From an optimization exercise on the open Yosys and OpenROAD flow, aimed at small area; shortcuts taken in it are not production practice. At most, simulation tests tie the RTL to the original design; equivalence was not proved. For runs 5 and 6, only the layout was checked, not whether the RTL still works. No activity file was given, so power comes from the tool's default toggle rates.

## design/flow/config.mk

```make
export PLATFORM = sky130hd
export DESIGN_NAME = fifo_32x32
export DESIGN_NICKNAME = fifo_32x32
export VERILOG_FILES = /design/flow/design.v
export SDC_FILE = /design/flow/constraint.sdc
export NUM_CORES = 8
export LEC_CHECK = 0
export CAP_MARGIN = 20
export CORE_MARGIN = 2
export CORE_UTILIZATION = 70
export PLACE_DENSITY = 0.8
export SLEW_MARGIN = 20
export SYNTH_HIERARCHICAL = 1
```

## design/flow/constraint.sdc

```tcl
create_clock -name core_clock -period 5.0 [get_ports {clk_i}]
set_input_delay 1.0000 -clock core_clock [delete_from_list [all_inputs] [get_ports {clk_i}]]
set_output_delay 1.0000 -clock core_clock [all_outputs]
set_load 0.01 [all_outputs]
```

## design/flow/design.v

```verilog
module fifo_32x32 (
    input  logic        clk_i,
    input  logic        rst_n_i,
    input  logic        flush_i,
    output logic        full_o,
    output logic        empty_o,
    output logic [ 5:0] cnt_o,
    input  logic [31:0] dat_i,
    input  logic        push_i,
    output logic [31:0] dat_o,
    input  logic        pop_i
);
  fifo #(
      .DATA_WIDTH  (32),
      .BUFFER_DEPTH(32)
  ) u_fifo (
      .clk_i  (clk_i),
      .rst_n_i(rst_n_i),
      .flush_i(flush_i),
      .full_o (full_o),
      .empty_o(empty_o),
      .cnt_o  (cnt_o),
      .dat_i  (dat_i),
      .push_i (push_i),
      .dat_o  (dat_o),
      .pop_i  (pop_i)
  );
endmodule

module dff #(
    parameter int DATA_WIDTH = 1
) (
    input  logic                  clk_i,
    input  logic [DATA_WIDTH-1:0] dat_i,
    output logic [DATA_WIDTH-1:0] dat_o
);
  always_ff @(posedge clk_i) begin
    dat_o <= #0.0 dat_i;
  end
endmodule
module dffr #(
    parameter int DATA_WIDTH = 1
) (
    input  logic                  clk_i,
    input  logic                  rst_n_i,
    input  logic [DATA_WIDTH-1:0] dat_i,
    output logic [DATA_WIDTH-1:0] dat_o
);
  always_ff @(posedge clk_i, negedge rst_n_i) begin
    if (~rst_n_i) begin
      dat_o <= '0;
    end else begin
      dat_o <= #0.0 dat_i;
    end
  end
endmodule
module ndffr #(
    parameter int DATA_WIDTH = 1
) (
    input  logic                  clk_i,
    input  logic                  rst_n_i,
    input  logic [DATA_WIDTH-1:0] dat_i,
    output logic [DATA_WIDTH-1:0] dat_o
);
  always_ff @(negedge clk_i, negedge rst_n_i) begin
    if (~rst_n_i) begin
      dat_o <= '0;
    end else begin
      dat_o <= #0.0 dat_i;
    end
  end
endmodule
module dffrh #(
    parameter int DATA_WIDTH = 1
) (
    input  logic                  clk_i,
    input  logic                  rst_n_i,
    input  logic [DATA_WIDTH-1:0] dat_i,
    output logic [DATA_WIDTH-1:0] dat_o
);
  always_ff @(posedge clk_i, negedge rst_n_i) begin
    if (~rst_n_i) begin
      dat_o <= '1;
    end else begin
      dat_o <= #0.0 dat_i;
    end
  end
endmodule
module dffrc #(
    parameter int                    DATA_WIDTH = 1,
    parameter logic [DATA_WIDTH-1:0] RESET_VAL  = '0
) (
    input  logic                  clk_i,
    input  logic                  rst_n_i,
    input  logic [DATA_WIDTH-1:0] dat_i,
    output logic [DATA_WIDTH-1:0] dat_o
);
  always_ff @(posedge clk_i, negedge rst_n_i) begin
    if (~rst_n_i) begin
      dat_o <= RESET_VAL;
    end else begin
      dat_o <= #0.0 dat_i;
    end
  end
endmodule
module dffsr #(
    parameter int DATA_WIDTH = 1
) (
    input  logic                  clk_i,
    input  logic                  rst_n_i,
    input  logic [DATA_WIDTH-1:0] dat_i,
    output logic [DATA_WIDTH-1:0] dat_o
);
  always_ff @(posedge clk_i) begin
    if (~rst_n_i) begin
      dat_o <= '0;
    end else begin
      dat_o <= #0.0 dat_i;
    end
  end
endmodule
module dffl #(
    parameter int DATA_WIDTH = 1
) (
    input  logic                  clk_i,
    input  logic                  en_i,
    input  logic [DATA_WIDTH-1:0] dat_i,
    output logic [DATA_WIDTH-1:0] dat_o
);
  always_ff @(posedge clk_i) begin
    if (en_i) begin
      dat_o <= #0.0 dat_i;
    end
  end
endmodule
module dffer #(
    parameter int DATA_WIDTH = 1
) (
    input  logic                  clk_i,
    input  logic                  rst_n_i,
    input  logic                  en_i,
    input  logic [DATA_WIDTH-1:0] dat_i,
    output logic [DATA_WIDTH-1:0] dat_o
);
  always_ff @(posedge clk_i, negedge rst_n_i) begin
    if (~rst_n_i) begin
      dat_o <= '0;
    end else if (en_i) begin
      dat_o <= #0.0 dat_i;
    end
  end
endmodule
module dfferh #(
    parameter int DATA_WIDTH = 1
) (
    input  logic                  clk_i,
    input  logic                  rst_n_i,
    input  logic                  en_i,
    input  logic [DATA_WIDTH-1:0] dat_i,
    output logic [DATA_WIDTH-1:0] dat_o
);
  always_ff @(posedge clk_i, negedge rst_n_i) begin
    if (~rst_n_i) begin
      dat_o <= '1;
    end else if (en_i) begin
      dat_o <= #0.0 dat_i;
    end
  end
endmodule
module dfferc #(
    parameter int                    DATA_WIDTH = 1,
    parameter logic [DATA_WIDTH-1:0] RESET_VAL  = '0
) (
    input  logic                  clk_i,
    input  logic                  rst_n_i,
    input  logic                  en_i,
    input  logic [DATA_WIDTH-1:0] dat_i,
    output logic [DATA_WIDTH-1:0] dat_o
);
  always_ff @(posedge clk_i, negedge rst_n_i) begin
    if (~rst_n_i) begin
      dat_o <= RESET_VAL;
    end else if (en_i) begin
      dat_o <= #0.0 dat_i;
    end
  end
endmodule
module dffesr #(
    parameter int DATA_WIDTH = 1
) (
    input  logic                  clk_i,
    input  logic                  rst_n_i,
    input  logic                  en_i,
    input  logic [DATA_WIDTH-1:0] dat_i,
    output logic [DATA_WIDTH-1:0] dat_o
);
  always_ff @(posedge clk_i) begin
    if (~rst_n_i) begin
      dat_o <= '0;
    end else if (en_i) begin
      dat_o <= #0.0 dat_i;
    end
  end
endmodule
module fifo #(
    parameter int DATA_WIDTH       = 32,
    parameter int BUFFER_DEPTH     = 8,
    parameter int LOG_BUFFER_DEPTH = (BUFFER_DEPTH > 1) ? $clog2(BUFFER_DEPTH) : 1
) (
    input  logic                      clk_i,
    input  logic                      rst_n_i,
    input  logic                      flush_i,
    output logic                      full_o,
    output logic                      empty_o,
    output logic [LOG_BUFFER_DEPTH:0] cnt_o,
    input  logic [    DATA_WIDTH-1:0] dat_i,
    input  logic                      push_i,
    output logic [    DATA_WIDTH-1:0] dat_o,
    input  logic                      pop_i
);
  localparam int NG3 = BUFFER_DEPTH / 3;   
  localparam int NREM = BUFFER_DEPTH % 3;   
  localparam int NGRP = NG3 + NREM;   
  logic [LOG_BUFFER_DEPTH:0] s_cnt_d, s_cnt_q;
  logic [BUFFER_DEPTH-1:0][DATA_WIDTH-1:0] s_mem_q;
  logic [BUFFER_DEPTH-1:0] s_sel;
  logic push_hdshk, pop_hdshk;
  assign push_hdshk = push_i & ~full_o;
  assign pop_hdshk  = pop_i & ~empty_o;
  assign cnt_o      = s_cnt_q;
  assign empty_o    = s_cnt_q == 0;
  assign full_o     = s_cnt_q == BUFFER_DEPTH;
  always_comb begin
    s_cnt_d = s_cnt_q;
    if (flush_i) begin
      s_cnt_d = '0;
    end else if (push_hdshk && ~pop_hdshk) begin
      s_cnt_d = s_cnt_q + 1'b1;
    end else if (~push_hdshk && pop_hdshk) begin
      s_cnt_d = s_cnt_q - 1'b1;
    end
  end
  dffr #(LOG_BUFFER_DEPTH + 1) u_cnt_dffr (
      clk_i,
      rst_n_i,
      s_cnt_d,
      s_cnt_q
  );
  always_ff @(posedge clk_i) begin
    if (push_hdshk) begin
      s_mem_q[0] <= dat_i;
      for (int i = 1; i < BUFFER_DEPTH; i++) s_mem_q[i] <= s_mem_q[i-1];
    end
  end
  for (genvar i = 0; i < BUFFER_DEPTH; i++) begin : g_sel
    assign s_sel[i] = s_cnt_q[LOG_BUFFER_DEPTH-1:0] == LOG_BUFFER_DEPTH'(i + 1);
  end
  for (genvar b = 0; b < DATA_WIDTH; b++) begin : g_bit
    logic [NGRP-1:0] s_grp_n;
    for (genvar g = 0; g < NG3; g++) begin : g_grp
      fifo_aoi222 u_aoi (
          .a1(s_sel[3*g]),
          .a2(s_mem_q[3*g][b]),
          .b1(s_sel[3*g+1]),
          .b2(s_mem_q[3*g+1][b]),
          .c1(s_sel[3*g+2]),
          .c2(s_mem_q[3*g+2][b]),
          .y (s_grp_n[g])
      );
    end
    for (genvar r = 0; r < NREM; r++) begin : g_rem
      fifo_nand_n #(2) u_nand (
          .a({s_sel[3*NG3+r], s_mem_q[3*NG3+r][b]}),
          .y(s_grp_n[NG3+r])
      );
    end
    fifo_or_n #(NGRP) u_or (
        .a_n(s_grp_n),
        .y  (dat_o[b])
    );
  end
endmodule
module fifo_aoi222 (
    input  logic a1,
    input  logic a2,
    input  logic b1,
    input  logic b2,
    input  logic c1,
    input  logic c2,
    output logic y
);
  assign y = ~((a1 & a2) | (b1 & b2) | (c1 & c2));
endmodule
module fifo_aoi22 (
    input  logic a1,
    input  logic a2,
    input  logic b1,
    input  logic b2,
    output logic y
);
  assign y = ~((a1 & a2) | (b1 & b2));
endmodule
module fifo_or_n #(
    parameter int N = 11
) (
    input  logic [N-1:0] a_n,
    output logic         y
);
  localparam int NQ = (N + 3) / 4;
  logic [NQ-1:0] s_part;
  for (genvar q = 0; q < NQ; q++) begin : g_q
    localparam int LO = 4 * q;
    localparam int HI = (4 * q + 3 < N) ? 4 * q + 3 : N - 1;
    fifo_nand_n #(HI - LO + 1) u_nand (
        .a(a_n[HI:LO]),
        .y(s_part[q])
    );
  end
  assign y = |s_part;
endmodule
module fifo_nand_n #(
    parameter int N = 4
) (
    input  logic [N-1:0] a,
    output logic         y
);
  assign y = ~&a;
endmodule
```

## design/flow/flow/run.sh

```bash
#!/bin/bash
# Standard ORFS layout with a lighter clock tree (no dummy loads, one
# mid-size clock buffer) and the smallest buffer on the ports.
set -euo pipefail
bash standard.sh \
  "CTS_ARGS=-sink_clustering_enable -repair_clock_nets -dont_use_dummy_load -buf_list sky130_fd_sc_hd__clkbuf_8 -sink_clustering_size 16 -sink_clustering_max_diameter 50" \
  "BUFFER_PORTS_ARGS=-buffer_cell sky130_fd_sc_hd__buf_1" \
  finish > standard.log 2>&1
```

## design/flow/standard.sh

```bash
#!/bin/bash
# synth_recipe.tcl (not shown) runs the flow's synth.tcl, then flattens the netlist and writes it again
# the make line also repeats each setting of config.mk as NAME=value (left out here)
make -C /OpenROAD-flow-scripts/flow DESIGN_CONFIG=/design/flow/config.mk WORK_HOME=/design/flow/orfs CLKGATE_MAP_FILE= SYNTH_SCRIPT=/design/flow/synth_recipe.tcl "${@:-finish}"
```

==> results of run 1 <==
layer usage:
metal	track usage (%)	part of all wire, %
met1	42.9	39
met2	40.7	46
met3	5.70	13
met4	9.78	2.3
met5	0	0.045
state kept, by name, indices dropped and copies added (netlist names):
register and flops:
u_fifo.s_mem_q 1024, u_fifo.u_cnt_dffr.dat_o 6
area by class of cell:
| cell class | count | area [sq um] |
|---|---|---|
| clock buffer | 80 | 1100 |
| tap | 672 | 841 |
| fill | 2660 | 11700 |
| timing repair buffer | 122 | 768 |
| inverter | 8 | 37.5 |
| sequential | 1030 | 30900 |
| multi-input combinational | 612 | 4920 |
per-stage QoR:
step           TNS [ps]  setup WS [ps]  hold slack, ps  power, mW  area [sq um]
3_5_place_dp          0           1140             432       14.7         37500
6_report              0            343             209       18.5         38600
2_1_floorplan  -3735170          -3650             425       13.3         35900
5_1_grt               0            147             189       19.1         38600
4_1_cts               0            388             161       18.4         38600
3_3_place_gp          0           1210             428       14.5         37500
power by group through the flow:
stage               Clock [mW]  Sequential, mW  Combinational, mW
global placement             0            11.5               3.05
global route              4.21            11.5               3.36
detailed placement           0            11.6               3.12
finish                    3.86            11.4               3.20
floorplan                    0            11.5               1.73
CTS                       3.93            11.4               3.13
worst paths after layout:
| kind | cells past startpoint | slack (ps) | from | end |
|---|---|---|---|---|
| min reg2reg | 0 | 420 | u_fifo.s_mem_q[857] | u_fifo.s_mem_q[889] |
| max in group asynchronous | 1 | 4440 | rst_n_i | u_fifo.u_cnt_dffr.dat_o[4] |
| min in group core_clock | 0 | 420 | u_fifo.s_mem_q[857] | u_fifo.s_mem_q[889] |
| min | 1 | 210 | rst_n_i | u_fifo.u_cnt_dffr.dat_o[5] |
| max reg2reg | 8 | 1690 | u_fifo.u_cnt_dffr.dat_o[1] | u_fifo.s_mem_q[851] |
| max | 9 | 340 | u_fifo.u_cnt_dffr.dat_o[1] | dat_o[5] |
cells by family (layout without fill, tap and decap cells):
logic type | count (synthesis) | after routing | synth area share, %
adder cells (fa/ha/maj) | 6 | 6 | 0.210
AND/OR/NAND/NOR | 267 | 267 | 3.88
multiplexers | 4 | 4 | 0.122
flip-flops | 1030 | 1030 | 86.3
AO/OA/AOI/OAI | 335 | 335 | 9.28
buffers and inverters | 17 | 210 | 0.210
synthesized netlist by cell type, types with 2 or more instances:
cell type / n / share of area, %
a21oi_1: 3 / 0.042
a222oi_1: 320 / 8.9
a311oi_1: 2 / 0.049
and2_1: 2 / 0.035
and3_1: 2 / 0.035
buf_2: 3 / 0.042
clkbuf_1: 4 / 0.042
dfrtp_1: 6 / 0.42
edfxtp_1: 1024 / 86
ha_1: 6 / 0.21
inv_1: 7 / 0.073
mux2_1: 3 / 0.094
nand2_1: 77 / 0.81
nand2b_1: 2 / 0.035
nand3_1: 3 / 0.042
nand3b_1: 3 / 0.063
nand4_1: 96 / 1.7
nor2_1: 35 / 0.37
nor2b_1: 4 / 0.070
nor3_1: 6 / 0.084
o21a_1: 4 / 0.084
o21ai_0: 2 / 0.028
or3_1: 32 / 0.56
critical path: cells and delay by family (launching register included):
family | cells | cell delay, ps
simple gates | 4 | 1190
compound gates | 1 | 600
buf+inv | 3 | 520
flops | 1 | 460
fa+ha+maj | 1 | 210
==> impl_metrics.yaml, run 1 <==
floorplan:
  die_w_microns: 230
  rows: 82
  initial_core_util_pct: 71.2
  die-area_sq_um: 53000
  fp.dieH_microns: 230
  num_io_pins: 77
  core_area_sq_um: 50300
cts:
  cts.sinks: 1030
  cts_resized: 0
  holdBufCountCts: 0
  htree_num_levels: 3
  cts_buffer_depth: 3
  cts_tree: "done"
  cts_made_buffers: 80
  cts-root-buf: "clkbuf_8"
  clk_pin_slew_ps: 100
  clk-insertion-delay-late_ps: 670
  cts_setup_buffers: 0
timing:
  hold_viol_final: 0
  fin_crit_sh_pct: 93.1
  tightestPinTransition_ps: 861
  setup_violations: 0
  rsz0062_at_grt: "no"
  clock_skew_ps: 58.5
  maxSlewViolCount: 0
  maxSlewHeadroom_pct: 42.6
  timing.fmax_mhz: 215
  layout_min_cycle_time_ps: 4660
finish:
  areaGrowthSynthToFinish_pct: 7.73
  stdcell_count: 2524
  drive_gt1_share_pct: 8.96
  n_antenna_cell: 0
  final_cell_mix: "edfxtp_1 (1024), a222oi_1 (320), nand4_1 (96), clkbuf_8 (80), nand2_1 (77)"
  fin_util_pct: 76.7
  layout_commonest_cell: "edfxtp_1"
  finalNetCount: 1897
routing:
  drc: 0
  totalWireLength_mm: 74.0
  first_pass_iters: 10
  via_per_inst: 7.65
  num_vias: 19300
  ant_nets: 0
  drtIter0Drc: 4414
  avgRoutedWirePerCell_microns: 29.3
worst_setup_path:
  required_ps: 4000
  cpPeakStageDelay_ps: 600
  critPathCaptureType: "primary output"
  path_cells: "inv_2 -> ha_1 -> nand2_1 -> nor2_2 -> buf_4 -> a222oi_1 -> nand4_1 -> or3_1 -> buf_1"
  worstPathMaxFanout: 32
  critPathArrivalTime_ps: 3660
  slowest_stage: "a222oi_1"
  path_class: "flop to primary output"
  crit_path_start_kind: "flop"
yosys:
  ys_warn_count: 8
  syn_avg_cell_area_sq_um: 21.6
  synth-seq-cells: 1030
  async_flop_share_pct: 0.583
  netlist_instances: 1659
  synth_edf_count: 1024
  seq_area_frac_synth_pct: 86.3
  synth.distinct_cells: 36
  synth_top_flop_cell: "edfxtp_1"
  synthesis.area_sq_um: 35800
global_routing:
  overflow: 0
  grt_max_degree: 131
  grt_pass1_wl_mm: 111
  grt_usage_pct: 27.8
  antenna_found_initial: 6
  grt_pass1_vias: 18600
place:
  port-buffer-count: 76
  place_congestion: 0.841
  hpwlAfterDp_mm: 42.0
  place_inst: 2444
power_and_ir_drop:
  leakage_nw: 12.4
  p_sw_share_pct: 28.5
  vdd_drop_max_mv: 0.325
  intPower_mw: 13.2
  power_frac_seq_pct: 61.7
  p_switching_mw: 5.27
  pwr-share-clk_pct: 20.9
  power_density_nw_per_um2: 479
  p_comb_share_pct: 17.3
run:
  max_cap_viol_count: 0
status:
  status: "timing/DRC/antenna clean"
worst_hold_path:
  holdCritPathClass: "primary input to async pin"
==> run 2, diff against run 1 <==
--- a/design/flow/config.mk
+++ b/design/flow/config.mk
@@ -8,6 +8,6 @@
 export CAP_MARGIN = 20
 export CORE_MARGIN = 2
-export CORE_UTILIZATION = 70
-export PLACE_DENSITY = 0.8
+export CORE_UTILIZATION = 80
+export PLACE_DENSITY = 0.9
 export SLEW_MARGIN = 20
 export SYNTH_HIERARCHICAL = 1
==> impl_metrics.yaml, run 2 <==
worst_setup_path:
  critPathCaptureType: "primary output"
  required_ps: 4000
  cp.buffers_inverters: 2
  cp.depth: 7
  cp_top_family: "simple AND/OR/NAND/NOR gates"
  critPathArrivalTime_ps: 4080
  path_class: "flop to primary output"
  cpPeakStageDelay_ps: 730
  r2r-end: "u_fifo.s_mem_q[126]"
  slowest_stage: "a222oi_1"
  crit_path_start_kind: "flop"
  rr_startpoint: "u_fifo.u_cnt_dffr.dat_o[1]"
  ff2ff_path_depth: 7
  crit_start: "u_fifo.u_cnt_dffr.dat_o[2]"
  worstPathMaxFanout: 32
  crit_end: "dat_o[7]"
  path_cells: "inv_1 -> nand2_1 -> nor2_4 -> a222oi_1 -> nand4_1 -> or3_1 -> buf_1"
  worst-r2r-setup-slack_ps: 1580
routing:
  num_vias: 20900
  drc: 0
  first_pass_iters: 13
  via_per_inst: 8.55
  totalWireLength_mm: 86.0
  ant_nets: 0
  drtIter0Drc: 5460
  avgRoutedWirePerCell_microns: 35.1
global_routing:
  grt_pass1_wl_mm: 126
  grt_util_met2_pct: 57.5
  antenna_found_initial: 12
  grtUsageMet3_pct: 9.50
  busiest_layer: "met2"
  grt_max_degree: 123
  overflow: 0
  grt_pass1_vias: 20100
  grtUsageMet1_pct: 51.0
  grt_usage_pct: 37.1
cts:
  cts_made_buffers: 75
  cts_resized: 0
  holdBufCountCts: 0
  cts_tree: "done"
  cts.sinks: 1030
  clk_pin_slew_ps: 100
  clk-insertion-delay-late_ps: 710
  cts-root-buf: "clkbuf_8"
  htree_num_levels: 3
  cts_buffer_depth: 3
  cts_setup_buffers: 0
yosys:
  synth_most_common_cell: "edfxtp_1"
  synth_top_flop_cell: "edfxtp_1"
  netlist_instances: 1659
  syn_avg_cell_area_sq_um: 21.6
  yosys.area.top_type_share_pct: 85.9
  synth-seq-cells: 1030
  synthesis.area_sq_um: 35800
  seq_area_frac_synth_pct: 86.3
  synth_area_leaders: "edfxtp_1 (86%), a222oi_1 (8.9%), nand4_1 (1.7%)"
  synth.largest_area_cell: "edfxtp_1"
  yosys-top-cells-count: "edfxtp_1 (1024), a222oi_1 (320), nand4_1 (96), nand2_1 (77), nor2_1 (35)"
  async_flop_share_pct: 0.583
  ys_warn_count: 8
  synth.distinct_cells: 36
  synth_edf_count: 1024
floorplan:
  initial_core_util_pct: 81.0
  num_io_pins: 77
  die_w_microns: 216
  rows: 77
  fp.dieH_microns: 216
  core_area_sq_um: 44200
  die-area_sq_um: 46500
timing:
  setup_violations: 1
  timing.fmax_mhz: 197
  rsz0062_at_grt: "no"
  fin_crit_sh_pct: 102
  maxSlewViolCount: 0
  layout_min_cycle_time_ps: 5080
  fin_ws_ps: -82.6
  clock_skew_ps: 68.4
  hold_viol_final: 0
  maxSlewHeadroom_pct: 24.1
  tightestPinTransition_ps: 1140
finish:
  regArea_sq_um: 30900
  areaGrowthSynthToFinish_pct: 7.26
  finalNetCount: 1896
  max_flop_register: "u_fifo.s_mem_q"
  fillCellCount: 1546
  multi_input_area_sq_um: 4930
  layout_commonest_cell: "edfxtp_1"
  drive_gt1_share_pct: 8.97
  largest_reg_flops: 1024
  final_area_sq_um: 38400
  largestRegisters: "u_fifo.s_mem_q: 1024 flops, u_fifo.u_cnt_dffr.dat_o: 6 flops"
  final_cell_mix: "edfxtp_1 (1024), a222oi_1 (320), nand4_1 (96), nand2_1 (77), buf_1 (76)"
status:
  violatedChecks: "negative setup slack"
  status: "failed layout checks"
power_and_ir_drop:
  power_density_nw_per_um2: 487
  vdd_drop_max_mv: 0.421
  leakage_nw: 12.4
  total_power_mw: 18.7
place:
  dpl_cell_area_sq_um: 37400
  port-buffer-count: 76
  place_congestion: 0.868
  hpwlAfterDp_mm: 46.6
run:
  max_cap_viol_count: 0
worst_hold_path:
  holdCritPathClass: "primary input to async pin"
## run 2: cell counts after synthesis
Identical to the previous run, type by type.
## run 2: cell type report
cell class / instances / share of cell area (%)
sequential: 1030 / 80.5
multi-input combinational: 612 / 12.8
clock buffer: 75 / 2.69
timing repair buffer: 126 / 1.95
tap: 592 / 1.93
inverter: 8 / 0.0977
antenna: 5 / 0.0326
## run 2: metrics by stage
| step | setup slack, ps | hold WS (ps) | utilization (%) | cells | TNS (ps) |
|---|---|---|---|---|---|
| finish | -82.6 | 170 | 86.8 | 2448 | -82.6 |
| global route | 29.0 | 168 | 86.8 | 2443 | 0 |
| CTS | 203 | 131 | 86.8 | 2443 | 0 |
| detailed placement | 1160 | 432 | 84.5 | 2368 | 0 |
| global placement | 1360 | 427 | 84.5 | 2368 | 0 |
| floorplan | -3650 | 425 | - | 1659 | -3735170 |
## run 2: worst register-to-register path, stage by stage, from the launching register on
cell and delay, ps:
dfrtp_2 450, inv_2 90, ha_4 200, or4b_1 410
inv_8 220, nand2_4 160, and2_4 820, buf_4 720
## run 2: worst min-delay path by stage
stage	end	slack, ps	cells past startpoint
2_1_floorplan	u_fifo.s_mem_q[128]	430	0
3_3_place_gp	u_fifo.s_mem_q[915]	430	0
3_5_place_dp	u_fifo.s_mem_q[518]	430	0
4_1_cts	u_fifo.u_cnt_dffr.dat_o[3]	130	1
5_1_grt	u_fifo.u_cnt_dffr.dat_o[3]	170	1
6_report	u_fifo.u_cnt_dffr.dat_o[3]	170	1
## run 2: per-layer routing
metal  wire length [microns]  up-vias
met2                   40400     2430
li1                        -     7967
met5                      57        -
met1                   27500    10100
met4                    4300        8
met3                   13700      410
## run 2: power by group
| group | switching (mW) | internal, mW |
|---|---|---|
| Clock | 2.48 | 1.35 |
| Sequential | 0.683 | 10.8 |
| Combinational | 2.43 | 0.927 |
## run 2: cell families after synthesis
| family | share of synthesized area (%) |
|---|---|
| adder cells (fa/ha/maj) | 0.210 |
| buffers and inverters | 0.210 |
| multiplexers | 0.122 |
| AO/OA/AOI/OAI | 9.28 |
| flip-flops | 86.3 |
| AND/OR/NAND/NOR | 3.88 |
==> run 3, diff against run 2 <==
==> design/flow/run.sh (new file) <==
#!/bin/bash
# synth_recipe.tcl (not shown) runs the flow's synth.tcl, then flattens the netlist and writes it again
# the make line also repeats each setting of config.mk as NAME=value (left out here)
make -C /OpenROAD-flow-scripts/flow DESIGN_CONFIG=/design/flow/config.mk WORK_HOME=/design/flow/orfs CLKGATE_MAP_FILE= SYNTH_SCRIPT=/design/flow/synth_recipe.tcl finish
--- a/design/flow/config.mk
+++ b/design/flow/config.mk
@@ -8,6 +8,7 @@
 export CAP_MARGIN = 20
 export CORE_MARGIN = 2
-export CORE_UTILIZATION = 80
-export PLACE_DENSITY = 0.9
+export CORE_UTILIZATION = 50
+export CTS_BUF_LIST = sky130_fd_sc_hd__clkbuf_4
+export PLACE_DENSITY = 0.6
 export SLEW_MARGIN = 20
 export SYNTH_HIERARCHICAL = 1
removed: design/flow/flow/run.sh
removed: design/flow/standard.sh
==> impl_metrics.yaml, run 3 <==
yosys:
  synth_area_leaders: "edfxtp_1 (86%), a222oi_1 (8.9%), nand4_1 (1.7%)"
  ys_warn_count: 8
  synthesis.area_sq_um: 35800
  synth-seq-cells: 1030
  syn_avg_cell_area_sq_um: 21.6
  synth.distinct_cells: 36
  synth_edf_count: 1024
  seq_area_frac_synth_pct: 86.3
  synth_most_common_cell: "edfxtp_1"
  synth.largest_area_cell: "edfxtp_1"
  async_flop_share_pct: 0.583
  yosys.area.top_type_share_pct: 85.9
  yosys-top-cells-count: "edfxtp_1 (1024), a222oi_1 (320), nand4_1 (96), nand2_1 (77), nor2_1 (35)"
  netlist_instances: 1659
  synth_top_flop_cell: "edfxtp_1"
worst_setup_path:
  critPathCaptureType: "primary output"
  rr_startpoint: "u_fifo.u_cnt_dffr.dat_o[0]"
  required_ps: 4000
  crit_path_start_kind: "flop"
  worstPathMaxFanout: 16
  cpPeakStageDelay_ps: 720
  cp_top_family: "simple AND/OR/NAND/NOR gates"
  worst-r2r-setup-slack_ps: 1980
  path_cells: "inv_2 -> ha_2 -> nand2_4 -> nor2_4 -> clkbuf_16 -> a222oi_1 -> nand4_1 -> or3_4 -> clkdlybuf4s15_1"
  path_class: "flop to primary output"
  r2r-end: "u_fifo.s_mem_q[433]"
  critPathArrivalTime_ps: 3910
  ff2ff_path_depth: 8
  cp.buffers_inverters: 3
  crit_start: "u_fifo.u_cnt_dffr.dat_o[1]"
  slowest_stage: "a222oi_1"
floorplan:
  die-area_sq_um: 73800
  num_io_pins: 77
  die_w_microns: 272
  core_area_sq_um: 71200
  initial_core_util_pct: 50.3
  fp.dieH_microns: 272
  rows: 98
cts:
  cts-root-buf: "clkbuf_4"
  htree_num_levels: 5
  cts_made_buffers: 274
  cts_tree: "done"
  cts_buffer_depth: 4
  clk_pin_slew_ps: 70
  cts.sinks: 1030
  clk-insertion-delay-late_ps: 1070
timing:
  rsz0062_at_grt: "yes"
  layout_min_cycle_time_ps: 4910
  hold_viol_final: 0
  whs_ps: 219
  fin_crit_sh_pct: 98.2
  maxSlewViolCount: 0
  setup_violations: 0
  tightestPinTransition_ps: 783
  clock_skew_ps: 58.3
  fin_ws_ps: 90.0
  timing.fmax_mhz: 204
  maxSlewHeadroom_pct: 47.8
power_and_ir_drop:
  total_power_mw: 22.2
  leakage_nw: 14.1
  vdd_drop_max_mv: 0.335
  power_density_nw_per_um2: 531
global_routing:
  grt_usage_pct: 22.1
  grt_max_degree: 110
  grt_pass1_vias: 20100
  overflow: 0
  grt_pass1_wl_mm: 123
  antenna_found_initial: 3
place:
  place_congestion: 0.788
  port-buffer-count: 76
  hpwlAfterDp_mm: 44.7
  place_ws_ps: 540
  place_inst: 2725
finish:
  drive_gt1_share_pct: 24.0
  stdcell_count: 3163
  fillCellCount: 5265
  largestRegisters: "u_fifo.s_mem_q: 1024 flops, u_fifo.u_cnt_dffr.dat_o: 6 flops"
  max_flop_register: "u_fifo.s_mem_q"
  areaGrowthSynthToFinish_pct: 16.9
  finalNetCount: 2104
  layout_commonest_cell: "edfxtp_1"
  final_cell_mix: "edfxtp_1 (1024), clkbuf_4 (385), a222oi_1 (320), nand4_1 (96), nand2_1 (68)"
  largest_reg_flops: 1024
routing:
  num_vias: 20400
  drc: 0
  first_pass_iters: 10
  drtIter0Drc: 4170
  avgRoutedWirePerCell_microns: 26.2
  via_per_inst: 6.45
  ant_nets: 0
  totalWireLength_mm: 83.0
status:
  status: "timing/DRC/antenna clean"
run:
  max_cap_viol_count: 0
worst_hold_path:
  holdCritPathClass: "primary input to async pin"
[run 3: worst max-delay path by stage]
stage / slack (ps) / depth (start not counted) / end
finish: 90 / 9 / dat_o[25]
global route: -20 / 9 / dat_o[30]
CTS: -10 / 9 / dat_o[20]
detailed placement: 540 / 8 / dat_o[20]
global placement: 560 / 8 / dat_o[20]
floorplan: -3650 / 7 / u_fifo.s_mem_q[0]
[run 3: layout make-up]
class                   instances  area (sq um)  share of cell area, %
repair buffers                135          1520                   3.63
clock inverters                42           185                  0.442
well taps                     950          1190                   2.84
clock buffers                 385          2890                   6.91
flip-flops and latches       1030         30900                   73.8
inverters                       8          60.1                  0.144
multi-input cells             612          5100                   12.2
diodes                          1          2.50                0.00598
[run 3: kinds of logic (layout without fill, tap and decap cells)]
kind of cell	Yosys count	count (layout)	share of synthesized area, %
other cells	0	1	0
simple gates	267	267	3.88
buf+inv	17	570	0.210
flops	1030	1030	86.3
fa+ha+maj	6	6	0.210
compound gates	335	335	9.28
mux	4	4	0.122
[run 3: what timing repair did]
| item | in CTS | in global routing |
|---|---|---|
| buffers inserted | 6 | 3 |
| pin swaps | 72 | 39 |
| endpoints found under the setup margin | 32 | 24 |
| gates cloned | 0 | 1 |
| resized for setup | 73 | 25 |
| hold buffers | 0 | 0 |
[run 3: per-layer routing]
metal  track usage (%)  wire length (microns)  share of wire [%]  vias to the layer above
met5                 0                      0                  0                        -
met4              7.33                   1520                1.8                        0
met2              32.2                  37800                 46                     1243
met1              31.8                  34700                 42                    10400
li1                  -                      -                  -                     8617
met3              7.03                   8950                 11                      116
[run 3: per-stage QoR]
stage	TNS [ps]	util [%]	cell area, sq um
2_1_floorplan	-3735170	-	35900
3_3_place_gp	0	53.8	38300
3_5_place_dp	0	53.8	38300
4_1_cts	-20.1	58.5	41700
5_1_grt	-40.1	58.7	41900
6_report	0	58.7	41900
[run 3: power breakdown]
group	internal [mW]	switching (mW)	leakage (nW)
clock network	3.55	3.22	1.87
logic	1.63	2.43	2.16
registers	10.8	0.546	10.1
==> run 4, diff against run 3 <==
--- a/design/flow/config.mk
+++ b/design/flow/config.mk
@@ -9,5 +9,7 @@
 export CORE_MARGIN = 2
 export CORE_UTILIZATION = 50
-export CTS_BUF_LIST = sky130_fd_sc_hd__clkbuf_4
+export CTS_BUF_LIST = sky130_fd_sc_hd__clkbuf_2 sky130_fd_sc_hd__clkbuf_4 sky130_fd_sc_hd__clkbuf_8
+export CTS_CLUSTER_DIAMETER = 40
+export CTS_CLUSTER_SIZE = 16
 export PLACE_DENSITY = 0.6
 export SLEW_MARGIN = 20
==> impl_metrics.yaml, run 4 <==
power_and_ir_drop:
  power_frac_seq_pct: 51.6
  intPower_mw: 15.8
  power_density_nw_per_um2: 533
  leakage_nw: 13.5
  p_switching_mw: 6.27
  p_sw_share_pct: 28.4
  vdd_drop_max_mv: 0.264
  p_comb_share_pct: 17.3
  pwr-share-clk_pct: 31.1
yosys:
  synth.largest_area_cell: "edfxtp_1"
  ys_warn_count: 8
  yosys-top-cells-count: "edfxtp_1 (1024), a222oi_1 (320), nand4_1 (96), nand2_1 (77), nor2_1 (35)"
  synth.distinct_cells: 36
  synth_area_leaders: "edfxtp_1 (86%), a222oi_1 (8.9%), nand4_1 (1.7%)"
  syn_avg_cell_area_sq_um: 21.6
  synth_most_common_cell: "edfxtp_1"
  synth_edf_count: 1024
  seq_area_frac_synth_pct: 86.3
  synthesis.area_sq_um: 35800
  synth_top_flop_cell: "edfxtp_1"
  netlist_instances: 1659
  synth-seq-cells: 1030
  async_flop_share_pct: 0.583
  yosys.area.top_type_share_pct: 85.9
finish:
  areaGrowthSynthToFinish_pct: 15.5
  finalNetCount: 1941
  largestRegisters: "u_fifo.s_mem_q: 1024 flops, u_fifo.u_cnt_dffr.dat_o: 6 flops"
  fillCellCount: 5156
  final_cell_mix: "edfxtp_1 (1024), a222oi_1 (320), clkbuf_8 (123), nand4_1 (96), clkdlybuf4s50_1 (75)"
  layout_commonest_cell: "edfxtp_1"
  largest_reg_flops: 1024
  stdcell_count: 2955
  max_flop_register: "u_fifo.s_mem_q"
  drive_gt1_share_pct: 15.8
worst_setup_path:
  crit_path_start_kind: "flop"
  path_cells: "ha_1 -> nand2_2 -> nor2_2 -> buf_6 -> a222oi_1 -> nand4_1 -> or3_4 -> clkdlybuf4s50_1"
  rr_startpoint: "u_fifo.u_cnt_dffr.dat_o[1]"
  critPathArrivalTime_ps: 3950
  path_class: "flop to primary output"
  slowest_stage: "a222oi_1"
  critPathCaptureType: "primary output"
  worstPathMaxFanout: 32
  required_ps: 4000
  crit_start: "u_fifo.u_cnt_dffr.dat_o[1]"
  cpPeakStageDelay_ps: 730
  cp.buffers_inverters: 2
  cp_top_family: "simple AND/OR/NAND/NOR gates"
timing:
  timing.fmax_mhz: 202
  layout_min_cycle_time_ps: 4950
  fin_crit_sh_pct: 99.0
  whs_ps: 421
  tightestPinTransition_ps: 778
  maxSlewViolCount: 0
  clock_skew_ps: 36.7
  setup_violations: 0
  maxSlewHeadroom_pct: 48.2
  hold_viol_final: 0
global_routing:
  grt_pass1_vias: 18800
  grt_max_degree: 110
  antenna_found_initial: 9
  overflow: 0
  grt_pass1_wl_mm: 119
  grt_usage_pct: 21.4
floorplan:
  die-area_sq_um: 73800
  die_w_microns: 272
  initial_core_util_pct: 50.3
  rows: 98
  core_area_sq_um: 71200
  num_io_pins: 77
  fp.dieH_microns: 272
cts:
  htree_num_levels: 3
  cts-root-buf: "clkbuf_8"
  cts_made_buffers: 120
  cts.sinks: 1030
  cts_tree: "done"
  clk-insertion-delay-late_ps: 750
  cts_buffer_depth: 3
  clk_pin_slew_ps: 80
routing:
  totalWireLength_mm: 80.9
  num_vias: 19400
  ant_nets: 0
  drc: 0
  avgRoutedWirePerCell_microns: 27.4
  drtIter0Drc: 4393
  first_pass_iters: 8
  via_per_inst: 6.56
place:
  port-buffer-count: 76
  hpwlAfterDp_mm: 44.7
  place_inst: 2725
  place_congestion: 0.788
run:
  max_cap_viol_count: 0
worst_hold_path:
  hold_start: "u_fifo.s_mem_q[661]"
  holdCritPathClass: "flop to flop"
status:
  status: "timing/DRC/antenna clean"
run 4: layout make-up:
class	count	area [sq um]	area share, %
antenna	3	7.51	0.0182
sequential	1030	30900	74.7
clock buffer	129	1740	4.20
inverter	8	37.5	0.0908
multi-input combinational	612	4960	12.0
timing repair buffer	126	1320	3.18
clock inverter	97	1200	2.89
tap	950	1190	2.87
run 4: logic make-up after synthesis:
family	Yosys count	share of synthesized area [%]
compound gates	335	9.28
fa+ha+maj	6	0.210
buf+inv	17	0.210
flops	1030	86.3
mux	4	0.122
simple gates	267	3.88
run 4: power groups by stage:
stage,Clock (mW),Combinational [mW],Sequential [mW]
2_1_floorplan,0,1.73,11.5
4_1_cts,7.02,3.78,11.4
6_report,6.84,3.81,11.4
3_3_place_gp,0,3.73,11.5
5_1_grt,7.36,4.02,11.5
3_5_place_dp,0,3.75,11.5
run 4: metal layers:
layer	part of all wire [%]	track usage, %	up-vias
met5	0	0	-
met4	2.1	6.45	0
met3	10	4.92	105
met2	46	31.8	1019
met1	42	31.9	10100
li1	-	-	8175
run 4: per-stage QoR:
| step | util (%) | setup slack [ps] | power, mW | setup TNS [ps] | instance area (sq um) |
|---|---|---|---|---|---|
| after floorplan | - | -3650 | 13.3 | -3735170 | 35900 |
| after global placement | 53.8 | 561 | 15.2 | 0 | 38300 |
| after detailed placement | 53.8 | 540 | 15.3 | 0 | 38300 |
| after CTS | 58.0 | 8.11 | 22.2 | 0 | 41300 |
| after global routing | 58.0 | -7.36 | 22.9 | -13.6 | 41300 |
| final | 58.0 | 49.0 | 22.0 | 0 | 41400 |
run 4: worst paths after layout:
path | end | slack (ps) | cells past startpoint
max in group asynchronous | u_fifo.u_cnt_dffr.dat_o[4] | 4200 | 1
hold reg to reg | u_fifo.s_mem_q[693] | 420 | 0
min in group asynchronous | u_fifo.u_cnt_dffr.dat_o[5] | 530 | 1
setup / recovery | dat_o[25] | 50 | 8
setup reg to reg | u_fifo.s_mem_q[421] | 1850 | 8
hold / removal | u_fifo.s_mem_q[693] | 420 | 0
run 4: what timing repair did:
item / CTS / global route
endpoints found under the setup margin: 26 / 16
setup buffers: 0 / 1
hold endpoints to repair: 0 / 0
pin swaps: 6 / 5
hold buffers: 0 / 0
resized for setup: 6 / 13
==> run 5, diff against run 4 <==
--- a/design/flow/design.v
+++ b/design/flow/design.v
@@ -219,10 +219,9 @@
     input  logic                      pop_i
 );
-  localparam int NG3 = BUFFER_DEPTH / 3;   
-  localparam int NREM = BUFFER_DEPTH % 3;   
-  localparam int NGRP = NG3 + NREM;   
+  localparam int NGRP = (BUFFER_DEPTH + 2) / 3;   
+  localparam int NSEL = 3 * NGRP;
   logic [LOG_BUFFER_DEPTH:0] s_cnt_d, s_cnt_q;
   logic [BUFFER_DEPTH-1:0][DATA_WIDTH-1:0] s_mem_q;
-  logic [BUFFER_DEPTH-1:0] s_sel;
+  logic [NSEL-1:0] s_sel;
   logic push_hdshk, pop_hdshk;
   assign push_hdshk = push_i & ~full_o;
@@ -253,30 +252,33 @@
     end
   end
-  for (genvar i = 0; i < BUFFER_DEPTH; i++) begin : g_sel
-    assign s_sel[i] = s_cnt_q[LOG_BUFFER_DEPTH-1:0] == LOG_BUFFER_DEPTH'(i + 1);
+  for (genvar i = 0; i < NSEL; i++) begin : g_sel
+    if (i < BUFFER_DEPTH) begin : g_used
+      assign s_sel[i] = s_cnt_q[LOG_BUFFER_DEPTH-1:0] == LOG_BUFFER_DEPTH'(i + 1);
+    end else begin : g_pad
+      assign s_sel[i] = 1'b0;
+    end
   end
   for (genvar b = 0; b < DATA_WIDTH; b++) begin : g_bit
+    logic [NSEL-1:0] s_col;
     logic [NGRP-1:0] s_grp_n;
-    for (genvar g = 0; g < NG3; g++) begin : g_grp
+    for (genvar i = 0; i < NSEL; i++) begin : g_col
+      if (i < BUFFER_DEPTH) begin : g_used
+        assign s_col[i] = s_mem_q[i][b];
+      end else begin : g_pad
+        assign s_col[i] = 1'b0;
+      end
+    end
+    for (genvar g = 0; g < NGRP; g++) begin : g_grp
       fifo_aoi222 u_aoi (
           .a1(s_sel[3*g]),
-          .a2(s_mem_q[3*g][b]),
+          .a2(s_col[3*g]),
           .b1(s_sel[3*g+1]),
-          .b2(s_mem_q[3*g+1][b]),
+          .b2(s_col[3*g+1]),
           .c1(s_sel[3*g+2]),
-          .c2(s_mem_q[3*g+2][b]),
+          .c2(s_col[3*g+2]),
           .y (s_grp_n[g])
       );
     end
-    for (genvar r = 0; r < NREM; r++) begin : g_rem
-      fifo_nand_n #(2) u_nand (
-          .a({s_sel[3*NG3+r], s_mem_q[3*NG3+r][b]}),
-          .y(s_grp_n[NG3+r])
-      );
-    end
-    fifo_or_n #(NGRP) u_or (
-        .a_n(s_grp_n),
-        .y  (dat_o[b])
-    );
+    assign dat_o[b] = ~&s_grp_n;
   end
 endmodule
@@ -292,37 +294,2 @@
   assign y = ~((a1 & a2) | (b1 & b2) | (c1 & c2));
 endmodule
-module fifo_aoi22 (
-    input  logic a1,
-    input  logic a2,
-    input  logic b1,
-    input  logic b2,
-    output logic y
-);
-  assign y = ~((a1 & a2) | (b1 & b2));
-endmodule
-module fifo_or_n #(
-    parameter int N = 11
-) (
-    input  logic [N-1:0] a_n,
-    output logic         y
-);
-  localparam int NQ = (N + 3) / 4;
-  logic [NQ-1:0] s_part;
-  for (genvar q = 0; q < NQ; q++) begin : g_q
-    localparam int LO = 4 * q;
-    localparam int HI = (4 * q + 3 < N) ? 4 * q + 3 : N - 1;
-    fifo_nand_n #(HI - LO + 1) u_nand (
-        .a(a_n[HI:LO]),
-        .y(s_part[q])
-    );
-  end
-  assign y = |s_part;
-endmodule
-module fifo_nand_n #(
-    parameter int N = 4
-) (
-    input  logic [N-1:0] a,
-    output logic         y
-);
-  assign y = ~&a;
-endmodule
--- a/design/flow/config.mk
+++ b/design/flow/config.mk
@@ -9,7 +9,4 @@
 export CORE_MARGIN = 2
 export CORE_UTILIZATION = 50
-export CTS_BUF_LIST = sky130_fd_sc_hd__clkbuf_2 sky130_fd_sc_hd__clkbuf_4 sky130_fd_sc_hd__clkbuf_8
-export CTS_CLUSTER_DIAMETER = 40
-export CTS_CLUSTER_SIZE = 16
 export PLACE_DENSITY = 0.6
 export SLEW_MARGIN = 20
==> impl_metrics.yaml, run 5 <==
worst_setup_path:
  crit_top_cell: "nand4_1"
  rr_startpoint: "u_fifo.u_cnt_dffr.dat_o[1]"
  worst-r2r-setup-slack_ps: 1910
  path_cells: "inv_1 -> nand2_1 -> nor2_4 -> buf_4 -> a222oi_1 -> nand4_1 -> nor2_1 -> nand4_1 -> clkdlybuf4s50_1"
  crit_path_start_kind: "flop"
  crit_end: "dat_o[6]"
  cp.depth: 9
  path_class: "flop to primary output"
  slowest_stage: "a222oi_1"
  crit_start: "u_fifo.u_cnt_dffr.dat_o[4]"
  cpPeakStageDelay_ps: 610
  critPathArrivalTime_ps: 3830
  cp.buffers_inverters: 3
  r2r-end: "u_fifo.s_mem_q[139]"
  cp_top_family: "buffers and inverters"
  critPathCaptureType: "primary output"
  required_ps: 4000
  ff2ff_path_depth: 7
  worstPathMaxFanout: 32
yosys:
  synth-seq-cells: 1030
  seq_area_frac_synth_pct: 86.2
  yosys-top-cells-count: "edfxtp_1 (1024), a222oi_1 (352), nand4_1 (96), nor2_1 (66), nand2_1 (11)"
  syn_avg_cell_area_sq_um: 22.1
  synth_area_leaders: "edfxtp_1 (86%), a222oi_1 (9.8%), nand4_1 (1.7%)"
  synth_top_family_by_area: "compound AO/OA/AOI/OAI gates"
  synthXorXnorAreaFrac_pct: 0
  synth.largest_area_cell: "edfxtp_1"
  synth.distinct_cells: 42
  synth_adder_area_share_pct: 0.244
  synth_most_common_cell: "edfxtp_1"
  synth_edf_count: 1024
  synth_top_flop_cell: "edfxtp_1"
  netlist_instances: 1621
  synth_mux_area_share_pct: 0.304
  yosys.area.top_type_share_pct: 85.7
  async_flop_share_pct: 0.583
  synth_compound_area_share_pct: 10.2
  synthesis.area_sq_um: 35900
  synthSimpleGateAreaFrac_pct: 2.85
  ys_warn_count: 8
floorplan:
  rows: 98
  num_io_pins: 77
  die-area_sq_um: 73900
  die_w_microns: 272
  core_area_sq_um: 71200
  initial_core_util_pct: 50.3
  fp.dieH_microns: 272
place:
  hpwlAfterDp_mm: 47.6
  place_congestion: 0.781
  port-buffer-count: 76
finish:
  fillCellCount: 5090
  areaGrowthSynthToFinish_pct: 18.0
  layout_commonest_cell: "edfxtp_1"
  n_antenna_cell: 0
  max_flop_register: "u_fifo.s_mem_q"
  finalNetCount: 1963
  drive_gt1_share_pct: 12.6
  largest_reg_flops: 1024
  largestRegisters: "u_fifo.s_mem_q: 1024 flops, u_fifo.u_cnt_dffr.dat_o: 6 flops"
  final_cell_mix: "edfxtp_1 (1024), a222oi_1 (352), clkbuf_16 (104), nand4_1 (96), clkdlybuf4s50_1 (76)"
run:
  max_cap_viol_count: 0
routing:
  first_pass_iters: 8
  drc: 0
  totalWireLength_mm: 90.3
  avgRoutedWirePerCell_microns: 30.6
  ant_nets: 0
  via_per_inst: 6.85
  drtIter0Drc: 4852
  num_vias: 20200
timing:
  clock_skew_ps: 24.5
  timing.fmax_mhz: 207
  maxSlewViolCount: 0
  tightestPinTransition_ps: 1160
  setup_violations: 0
  fin_setup_tns_ps: 0
  rsz0062_at_grt: "no"
  layout_min_cycle_time_ps: 4830
  hold_viol_final: 0
  maxSlewHeadroom_pct: 22.4
  fin_crit_sh_pct: 96.6
worst_hold_path:
  holdCritPathClass: "flop to flop"
  min_path_cells: 0
cts:
  cts_buffer_depth: 3
  clk_pin_slew_ps: 70
  clk-insertion-delay-late_ps: 660
  holdBufCountCts: 0
  cts-root-buf: "clkbuf_16"
  cts.sinks: 1030
  cts_made_buffers: 101
  htree_num_levels: 3
  cts_tree: "done"
power_and_ir_drop:
  vdd_drop_max_mv: 0.522
  pwr-share-clk_pct: 32.9
  leakage_nw: 13.8
  p_sw_share_pct: 26.4
  power_density_nw_per_um2: 551
  intPower_mw: 17.2
  p_comb_share_pct: 15.7
  total_power_mw: 23.3
  p_switching_mw: 6.16
  power_frac_seq_pct: 51.4
global_routing:
  grt_usage_pct: 23.9
  grt_pass1_vias: 19200
  grt_max_degree: 138
  antenna_found_initial: 1
  grt_pass1_wl_mm: 130
  overflow: 0
status:
  status: "timing/DRC/antenna clean"
run 5: power groups by stage:
stage / clock network (mW) / logic, mW / registers [mW]
floorplan: 0 / 1.90 / 12.5
finish: 7.67 / 3.67 / 12.0
global route: 8.13 / 3.90 / 12.1
detailed placement: 0 / 3.65 / 12.1
global placement: 0 / 3.63 / 12.0
CTS: 7.81 / 3.67 / 12.0
run 5: layout make-up:
type / instances / area (sq um) / area share, %
flip-flops and latches: 1030 / 30900 / 73.0
clock buffers: 126 / 2690 / 6.34
well taps: 950 / 1190 / 2.81
clock inverters: 57 / 636 / 1.50
inverters: 8 / 56.3 / 0.133
multi-input cells: 637 / 5320 / 12.6
repair buffers: 141 / 1540 / 3.63
run 5: worst min path at each step:
stage	from	endpoint	slack [ps]
global placement	u_fifo.s_mem_q[858]	u_fifo.s_mem_q[890]	430
global route	u_fifo.s_mem_q[49]	u_fifo.s_mem_q[81]	450
finish	u_fifo.s_mem_q[238]	u_fifo.s_mem_q[270]	440
detailed placement	u_fifo.s_mem_q[202]	u_fifo.s_mem_q[234]	430
CTS	u_fifo.s_mem_q[152]	u_fifo.s_mem_q[184]	440
floorplan	u_fifo.s_mem_q[968]	u_fifo.s_mem_q[1000]	430
run 5: through the flow:
step                instances  instance area [sq um]  setup WS [ps]  hold WS [ps]  util (%)
floorplan                1684                  36100         -14690           425         -
global placement         2766                  39000            729           427      54.7
detailed placement       2766                  39000            682           432      54.7
CTS                      2949                  42300           14.3           442      59.4
global route             2949                  42300           46.4           448      59.4
finish                   2949                  42300            169           441      59.4
run 5: cells by family (layout without fill, tap and decap cells):
kind of cell,Yosys count,after routing
AND/OR/NAND/NOR,193,193
flip-flops,1030,1030
multiplexers,8,8
adder cells (fa/ha/maj),7,7
buffers and inverters,17,332
AO/OA/AOI/OAI,365,365
other,1,64
run 5: repair_timing:
action                     4_1_cts  5_1_grt
pin swaps                        0        0
setup endpoints to repair        1       19
gates resized for setup          1        1
setup buffers                    0        0
run 5: routing by layer:
layer	up-vias	part of all wire [%]	GRT usage, %
met5	-	0.0078	0
met4	2	1.8	5.86
met3	114	14	5.48
met2	1395	43	33.5
met1	10500	42	38.2
li1	8199	-	-
==> run 6, diff against run 5 <==
--- a/design/flow/design.v
+++ b/design/flow/design.v
@@ -219,9 +219,7 @@
     input  logic                      pop_i
 );
-  localparam int NGRP = (BUFFER_DEPTH + 2) / 3;   
-  localparam int NSEL = 3 * NGRP;
+  logic [LOG_BUFFER_DEPTH - 1:0] s_rd_ptr_d, s_rd_ptr_q, s_wr_ptr_d, s_wr_ptr_q;
   logic [LOG_BUFFER_DEPTH:0] s_cnt_d, s_cnt_q;
-  logic [BUFFER_DEPTH-1:0][DATA_WIDTH-1:0] s_mem_q;
-  logic [NSEL-1:0] s_sel;
+  logic [BUFFER_DEPTH - 1:0][DATA_WIDTH-1:0] s_mem_d, s_mem_q;
   logic push_hdshk, pop_hdshk;
   assign push_hdshk = push_i & ~full_o;
@@ -230,4 +228,33 @@
   assign empty_o    = s_cnt_q == 0;
   assign full_o     = s_cnt_q == BUFFER_DEPTH;
+  assign dat_o      = s_mem_q[s_rd_ptr_q];
+  always_comb begin
+    s_rd_ptr_d = s_rd_ptr_q;
+    if (flush_i) begin
+      s_rd_ptr_d = '0;
+    end else if (pop_hdshk) begin
+      s_rd_ptr_d = s_rd_ptr_q + 1'b1;
+    end
+  end
+  dffr #(LOG_BUFFER_DEPTH) u_rd_ptr_dffr (
+      clk_i,
+      rst_n_i,
+      s_rd_ptr_d,
+      s_rd_ptr_q
+  );
+  always_comb begin
+    s_wr_ptr_d = s_wr_ptr_q;
+    if (flush_i) begin
+      s_wr_ptr_d = '0;
+    end else if (push_hdshk) begin
+      s_wr_ptr_d = s_wr_ptr_q + 1'b1;
+    end
+  end
+  dffr #(LOG_BUFFER_DEPTH) u_wr_ptr_dffr (
+      clk_i,
+      rst_n_i,
+      s_wr_ptr_d,
+      s_wr_ptr_q
+  );
   always_comb begin
     s_cnt_d = s_cnt_q;
@@ -246,50 +273,15 @@
       s_cnt_q
   );
-  always_ff @(posedge clk_i) begin
+  always_comb begin
+    s_mem_d = s_mem_q;
     if (push_hdshk) begin
-      s_mem_q[0] <= dat_i;
-      for (int i = 1; i < BUFFER_DEPTH; i++) s_mem_q[i] <= s_mem_q[i-1];
-    end
-  end
-  for (genvar i = 0; i < NSEL; i++) begin : g_sel
-    if (i < BUFFER_DEPTH) begin : g_used
-      assign s_sel[i] = s_cnt_q[LOG_BUFFER_DEPTH-1:0] == LOG_BUFFER_DEPTH'(i + 1);
-    end else begin : g_pad
-      assign s_sel[i] = 1'b0;
-    end
-  end
-  for (genvar b = 0; b < DATA_WIDTH; b++) begin : g_bit
-    logic [NSEL-1:0] s_col;
-    logic [NGRP-1:0] s_grp_n;
-    for (genvar i = 0; i < NSEL; i++) begin : g_col
-      if (i < BUFFER_DEPTH) begin : g_used
-        assign s_col[i] = s_mem_q[i][b];
-      end else begin : g_pad
-        assign s_col[i] = 1'b0;
-      end
-    end
-    for (genvar g = 0; g < NGRP; g++) begin : g_grp
-      fifo_aoi222 u_aoi (
-          .a1(s_sel[3*g]),
-          .a2(s_col[3*g]),
-          .b1(s_sel[3*g+1]),
-          .b2(s_col[3*g+1]),
-          .c1(s_sel[3*g+2]),
-          .c2(s_col[3*g+2]),
-          .y (s_grp_n[g])
-      );
-    end
-    assign dat_o[b] = ~&s_grp_n;
-  end
-endmodule
-module fifo_aoi222 (
-    input  logic a1,
-    input  logic a2,
-    input  logic b1,
-    input  logic b2,
-    input  logic c1,
-    input  logic c2,
-    output logic y
-);
-  assign y = ~((a1 & a2) | (b1 & b2) | (c1 & c2));
-endmodule
+      s_mem_d[s_wr_ptr_q] = dat_i;
+    end
+  end
+  dffr #(BUFFER_DEPTH * DATA_WIDTH) u_mem_dffr (
+      clk_i,
+      rst_n_i,
+      s_mem_d,
+      s_mem_q
+  );
+endmodule
--- a/design/flow/config.mk
+++ b/design/flow/config.mk
@@ -11,3 +11,2 @@
 export PLACE_DENSITY = 0.6
 export SLEW_MARGIN = 20
-export SYNTH_HIERARCHICAL = 1
==> impl_metrics.yaml, run 6 <==
status:
  status: "timing/DRC/antenna clean"
finish:
  final_cell_mix: "dfrtp_1 (1037), mux2_2 (830), mux2i_1 (324), mux2_1 (166), mux4_2 (128)"
  max_flop_register: "u_fifo.u_mem_dffr.dat_o"
  final_area_sq_um: 53800
  largestRegisters: "u_fifo.u_mem_dffr.dat_o: 1024 flops, u_fifo.u_cnt_dffr.dat_o: 6 flops"
  fillCellCount: 7464
  finalNetCount: 3262
  layout_commonest_cell: "dfrtp_1"
  fin_util_pct: 56.6
  areaGrowthSynthToFinish_pct: 11.9
  drive_gt1_share_pct: 40.6
  largest_reg_flops: 1024
yosys:
  synth_top_flop_cell: "dfrtp_1"
  synth_most_common_cell: "dfrtp_1"
  synth_mux_area_share_pct: 37.0
  seq_area_frac_synth_pct: 54.1
  synth_area_leaders: "dfrtp_1 (54%), mux2_2 (19%), mux2i_1 (6.7%)"
  synthesis.area_sq_um: 48100
  synth-seq-cells: 1040
  synthSimpleGateAreaFrac_pct: 1.85
  netlist_instances: 3238
  yosys.area.top_type_share_pct: 54.1
  synth_edf_count: 0
  synth_adder_area_share_pct: 0.250
  async_flop_share_pct: 100
  synth.largest_area_cell: "dfrtp_1"
  ys_warn_count: 4
  synth.distinct_cells: 53
  syn_avg_cell_area_sq_um: 14.9
  yosys-top-cells-count: "dfrtp_1 (1040), mux2_2 (830), mux2i_1 (324), clkbuf_1 (176), mux2_1 (166)"
  synth_compound_area_share_pct: 3.29
  synthXorXnorAreaFrac_pct: 0.255
  synth_top_family_by_area: "multiplexers"
worst_setup_path:
  path_class: "flop to primary output"
  cp.buffers_inverters: 2
  slowest_stage: "dfrtp_4"
  critPathCaptureType: "primary output"
  cp_top_family: "buffers and inverters"
  cpPeakStageDelay_ps: 840
  crit_path_start_kind: "flop"
  worstPathMaxFanout: 49
  required_ps: 4000
  critPathArrivalTime_ps: 3660
  path_cells: "buf_12 -> mux2i_1 -> a22oi_1 -> and3_1 -> a31oi_1 -> o221ai_1 -> clkdlybuf4s50_1"
cts:
  cts-root-buf: "clkbuf_16"
  clk_pin_slew_ps: 60
  cts_buffer_depth: 3
  cts_made_buffers: 111
  cts_tree: "done"
  htree_num_levels: 3
  clk-insertion-delay-late_ps: 700
  cts.sinks: 1040
  cts_setup_buffers: 0
  cts_resized: 0
  holdBufCountCts: 0
global_routing:
  grt_usage_pct: 25.7
  grt_pass1_vias: 30200
  grt_max_degree: 120
  grt_pass1_wl_mm: 191
  overflow: 0
  antenna_found_initial: 1
timing:
  timing.fmax_mhz: 215
  fin_crit_sh_pct: 93.2
  maxSlewHeadroom_pct: 26.2
  rsz0062_at_grt: "no"
  layout_min_cycle_time_ps: 4660
  hold_viol_final: 0
  setup_violations: 0
  fin_setup_tns_ps: 0
  tightestPinTransition_ps: 1100
  maxSlewViolCount: 0
  clock_skew_ps: 34.5
routing:
  first_pass_iters: 5
  avgRoutedWirePerCell_microns: 27.3
  via_per_inst: 6.11
  totalWireLength_mm: 125
  ant_nets: 0
  drtIter0Drc: 1762
  num_vias: 27900
  drc: 0
place:
  hpwlAfterDp_mm: 71.3
  place_congestion: 0.792
  port-buffer-count: 76
  dpl_cell_area_sq_um: 50100
floorplan:
  fp.dieH_microns: 314
  die-area_sq_um: 98700
  num_io_pins: 77
  core_area_sq_um: 95200
  rows: 113
  die_w_microns: 314
  initial_core_util_pct: 50.6
power_and_ir_drop:
  total_power_mw: 22.8
  power_density_nw_per_um2: 424
  leakage_nw: 25.4
  vdd_drop_max_mv: 0.312
run:
  max_cap_viol_count: 0
worst_hold_path:
  holdCritPathClass: "primary input to async pin"
[run 6: cell count changes in the layout (fill, tap and decap cells not counted), moves of 64 or more]
cell / before / now
mux4_2: 0 / 128
mux2i_1: 3 / 324
edfxtp_1: 1024 / 0
nand4_1: 96 / 5
mux2_2: 0 / 830
dfrtp_1: 4 / 1037
conb_1: 64 / 0
a222oi_1: 352 / 0
a22o_1: 0 / 87
mux2_1: 1 / 166
[run 6: stage by stage]
stage / hold slack [ps] / setup WS, ps / cells
6_report: 260 / 342 / 4573
5_1_grt: 267 / 230 / 4573
4_1_cts: 429 / 330 / 4570
3_5_place_dp: 470 / 1110 / 4366
3_3_place_gp: 462 / 1120 / 4366
2_1_floorplan: 453 / 1730 / 3238
[run 6: cell type report]
type | count | area [sq um] | share of cell area [%]
Tap cell | 1265 | 1580 | 2.94
Inverter | 7 | 26.3 | 0.0488
Multi-Input combinational cell | 1875 | 20700 | 38.4
Sequential cell | 1040 | 26000 | 48.4
Timing Repair Buffer | 181 | 1790 | 3.33
Clock inverter | 44 | 465 | 0.865
Clock buffer | 160 | 3260 | 6.06
Antenna cell | 1 | 2.50 | 0.00465
[run 6: path summary, 6_finish.rpt]
| kind | startpoint | cells after the start | slack, ps | to |
|---|---|---|---|---|
| max in group asynchronous | rst_n_i | 3 | 3320 | u_fifo.u_mem_dffr.dat_o[632] |
| setup reg to reg | u_fifo.u_wr_ptr_dffr.dat_o[0] | 8 | 1130 | u_fifo.u_mem_dffr.dat_o[789] |
| hold / removal | rst_n_i | 1 | 260 | u_fifo.u_mem_dffr.dat_o[182] |
| setup / recovery | u_fifo.u_rd_ptr_dffr.dat_o[1] | 7 | 340 | dat_o[4] |
| min in group core_clock | u_fifo.u_mem_dffr.dat_o[591] | 1 | 480 | u_fifo.u_mem_dffr.dat_o[591] |
| hold reg to reg | u_fifo.u_mem_dffr.dat_o[591] | 1 | 480 | u_fifo.u_mem_dffr.dat_o[591] |
[run 6: per-layer routing]
layer	up-vias	share of wire, %	GRT usage, %
met5	-	0	0
met2	621	47	40.4
met4	0	2.2	7.30
met1	15200	46	36.9
li1	11900	-	-
met3	184	5.2	4.62
[run 6: where the power goes]
group	leakage [nW]	total [mW]	switching (mW)	internal, mW
logic	9.11	5.00	2.59	2.41
clock network	1.85	8.33	3.44	4.89
registers	14.4	9.51	0.417	9.09
[run 6: logic make-up (layout without fill, tap and decap cells)]
kind of cell             count (synthesis)  after routing
adder cells (fa/ha/maj)                  9              9
AO/OA/AOI/OAI                          208            208
buffers and inverters                  323            392
XOR/XNOR                                14             14
flip-flops                            1040           1040
AND/OR/NAND/NOR                        166            166
other                                    0              1
multiplexers                          1478           1478

-- what the ideal ports hide --
The flow's constraints put no driver on any port. The routed layouts listed below were extracted and timed again, unchanged, in two steps. Step 1 (the two cells are an assumption about what drives the block):
set clk [get_ports {clk_i}]
set_driving_cell -lib_cell sky130_fd_sc_hd__clkbuf_16 $clk
set_driving_cell -lib_cell sky130_fd_sc_hd__buf_2 [delete_from_list [all_inputs] $clk]
Step 2, shift: input delay + t, output delay - t, t = (earliest + latest rising clock arrival at the registers) / 2. This alone moves slack from input paths to output paths. Slacks: ideal ports / drivers / drivers and shift; pairs: ideal ports / drivers.
run | t (ns) | setup slack, ns | clock arrival spread, ns | worst register clock-pin slew, ns
run 1 | 0.701 | 0.343 / 0.286 / 0.987 | 0.060 / 0.060 | 0.10 / 0.10
run 2 | 0.735 | -0.083 / -0.135 / 0.600 | 0.072 / 0.072 | 0.11 / 0.11
run 3 | 1.101 | 0.090 / 0.031 / 1.132 | 0.069 / 0.069 | 0.07 / 0.07
run 4 | 0.790 | 0.049 / -0.010 / 0.780 | 0.044 / 0.044 | 0.09 / 0.09
run 5 | 0.712 | 0.169 / 0.102 / 0.814 | 0.033 / 0.033 | 0.07 / 0.07
run 6 | 0.750 | 0.342 / 0.277 / 1.027 | 0.036 / 0.037 | 0.06 / 0.06
